Context: an optimization exercise on an open-source flow, tuned for small area, a short achievable clock period and few clock cycles per item. The choices shown serve that exercise and are no tape-out recipe.
Function was checked by simulation only, so behaviour that the tests miss may differ from the original.
Power figures rest on the tool's default switching activity, not on a simulated workload.

## simple_cpu_top
module simple_cpu_top #(
    parameter BIT_WIDTH = 16,
    parameter PROGRAM_FILE = "program.mem"
)(
    input wire clk,
    input wire rst_n,
    input wire start,
    input wire [BIT_WIDTH-1:0] operand_a,
    input wire [BIT_WIDTH-1:0] operand_b,
    output wire [BIT_WIDTH-1:0] result,
    output wire done
);
export LEC_CHECK = 0
export CAP_MARGIN = 20
export CORE_MARGIN = 2
export CORE_UTILIZATION = 40
export GPL_TIMING_DRIVEN = 0
export SLEW_MARGIN = 20
export SYNTH_HIERARCHICAL = 1
export SYNTH_MINIMUM_KEEP_SIZE = 0
create_clock -name core_clock -period 5.0 [get_ports {clk}]
standard.sh (not shown) runs the stock make flow with config.mk's settings and CLKGATE_MAP_FILE= SYNTH_SCRIPT=/design/flow/synth_recipe.tcl, a recipe that flattens the netlist after the stock synthesis.
==> flow/flow/run.sh <==
#!/bin/bash
# The standard layout with: port buffers made from buf_2 cells (ORFS's
# default picks a delay buffer, clkdlybuf4s50_1), then reduced to buf_1 for
# the output ports (flow/outbuf.tcl); and the buffers that synthesis (ABC)
# inserted removed at floorplan, leaving buffering to the resizer, which sees
# the placement.
set -euo pipefail
bash standard.sh "BUFFER_PORTS_ARGS=-buffer_cell sky130_fd_sc_hd__buf_2" "POST_GLOBAL_PLACE_TCL=$(pwd)/flow/outbuf.tcl" REMOVE_ABC_BUFFERS=1 finish > standard_run.log 2>&1
==> flow/flow/outbuf.tcl <==
# After global placement: the output-port buffers drive only the port's fixed
# load, so use the smallest buffer for them (the resizer upsizes any that
# need it); input-port buffers that drive many gates get a stronger buffer.
foreach inst [get_cells output*] {
  replace_cell $inst sky130_fd_sc_hd__buf_1
}
foreach inst [get_cells input*] {
  set pin [get_pins -of_objects $inst -filter "direction == output"]
  set net [get_nets -of_objects $pin]
  set nload [llength [get_pins -of_objects $net -filter "direction == input"]]
  if {$nload > 8} {
    replace_cell $inst sky130_fd_sc_hd__buf_4
  }
}
Testbench counts at the start, summed over its fixed seeds: cycles 384, items 384.
Rerun with:
==> flow/flow/run.sh (replaced) <==
#!/bin/bash
# The standard layout with: port buffers made from buf_2 cells (ORFS's
# default picks a delay buffer, clkdlybuf4s50_1), then changed to buf_1 for
# the output ports and buf_4 for input ports with many loads
# (flow/outbuf.tcl); and the buffers that synthesis (ABC) inserted removed at
# floorplan, leaving buffering to the resizer, which sees the placement.
set -euo pipefail
bash standard.sh "BUFFER_PORTS_ARGS=-buffer_cell sky130_fd_sc_hd__buf_2" "POST_GLOBAL_PLACE_TCL=$(pwd)/flow/outbuf.tcl" REMOVE_ABC_BUFFERS=1 finish > standard_run.log 2>&1
- SETUP_SLACK_MARGIN: not set -> 1.75
=>
- The changed run passed the timing, DRC and antenna checks
- first-iteration DRC count is higher by a few percent
- sequential share of layout area is lower by 1.8 points
- worst hold slack stays flat
- die area does not change
- total power is higher by roughly a tenth
- non-clock buffer count is higher by 12
- routed wire length is higher by a few percent
Rerun with:
- SETUP_SLACK_MARGIN: 1.75 -> not set
Design area decreases by a little under a tenth.
Die area is unchanged.
Clock skew stays the same.
Synthesized cell count is unchanged.
Maximum frequency decreases by a few percent.
Total power decreases by roughly a tenth.
Wire length decreases by a few percent.
Rerun with:
==> flow/flow/run.sh (replaced) <==
#!/bin/bash
# The standard layout with: port buffers made from buf_2 cells (ORFS's
# default picks a delay buffer, clkdlybuf4s50_1), then reduced to buf_1 for
# the output ports (flow/outbuf.tcl); and the buffers that synthesis (ABC)
# inserted removed at floorplan, leaving buffering to the resizer, which sees
# the placement.
set -euo pipefail
bash standard.sh "BUFFER_PORTS_ARGS=-buffer_cell sky130_fd_sc_hd__buf_2" "POST_GLOBAL_PLACE_TCL=$(pwd)/flow/outbuf.tcl" REMOVE_ABC_BUFFERS=1 finish > standard_run.log 2>&1
==> flow/flow/outbuf.tcl (replaced) <==
# After global placement: the output-port buffers drive only the port's fixed
# load, so use the smallest buffer for them (the resizer upsizes any that
# need it).
foreach inst [get_cells output*] {
  replace_cell $inst sky130_fd_sc_hd__buf_1
}
What happened:
- sequential cell count does not change
- routed wire length went up by 0.73%
- via count goes down by about 0.4%
- utilization went down by 0.43 points
- first-iteration DRC count came out higher by 18%
- worst hold slack is about the same
- register-to-register slack stays flat
- area after synthesis does not change
- die area stays the same
- global-route usage increases by 0.19 points
Rerun with:
==> flow/flow/run.sh (replaced) <==
#!/bin/bash
# The standard layout with: port buffers made from buf_2 cells (ORFS's
# default picks a delay buffer, clkdlybuf4s50_1), then changed to buf_1 for
# the output ports and buf_4 for input ports with many loads
# (flow/outbuf.tcl); and the buffers that synthesis (ABC) inserted removed at
# floorplan, leaving buffering to the resizer, which sees the placement.
set -euo pipefail
bash standard.sh "BUFFER_PORTS_ARGS=-buffer_cell sky130_fd_sc_hd__buf_2" "POST_GLOBAL_PLACE_TCL=$(pwd)/flow/outbuf.tcl" REMOVE_ABC_BUFFERS=1 finish > standard_run.log 2>&1
--- a/flow/flow/outbuf.tcl
+++ b/flow/flow/outbuf.tcl
@@ -3 +3 @@
-# need it).
+# need it); input-port buffers that drive many gates get a stronger buffer.
@@ -6,0 +7,8 @@
+foreach inst [get_cells input*] {
+  set pin [get_pins -of_objects $inst -filter "direction == output"]
+  set net [get_nets -of_objects $pin]
+  set nload [llength [get_pins -of_objects $net -filter "direction == input"]]
+  if {$nload > 8} {
+    replace_cell $inst sky130_fd_sc_hd__buf_4
+  }
+}
- PLACE_DENSITY: not set -> 0.5
After rerunning: The new run completed without violations. Maximum frequency came out higher by about 3.3%. Power fell by about 0.56%. Combinational power barely changes. Cell area grows by about 0.9%. Non-clock buffer count is unchanged. Synthesized cell count stays the same.

static timing again, ports no longer ideal:
Ports are ideal in the flow. The routed layouts listed here were re-timed in OpenROAD. Step 1: set_driving_cell puts a clkbuf_16 on clk and a buf_2 on each other input, an assumption about the parent block. Step 2 moves the port delays by t, midway between the first and last clock arrival at a register: inputs arrive t later, outputs are due t later. That takes back most of the time a late clock gives input paths. a / b / c = ideal / step 1 / step 2; a / b = the first two.
| run | shift t [ns] | setup slack, ns | slew at the worst register clock pin (ns) |
|---|---|---|---|
| the first run | 0.324 | 1.576 / 1.540 / 1.267 | 0.08 / 0.08 |
| the second run | 0.322 | 1.669 / 1.635 / 1.394 | 0.08 / 0.08 |
| the third run | 0.324 | 1.576 / 1.540 / 1.267 | 0.08 / 0.08 |
| the fourth run | 0.322 | 1.441 / 1.455 / 1.133 | 0.08 / 0.08 |
| the fifth run | 0.314 | 1.555 / 1.561 / 1.247 | 0.07 / 0.07 |
After both steps every run listed still meets setup and hold.
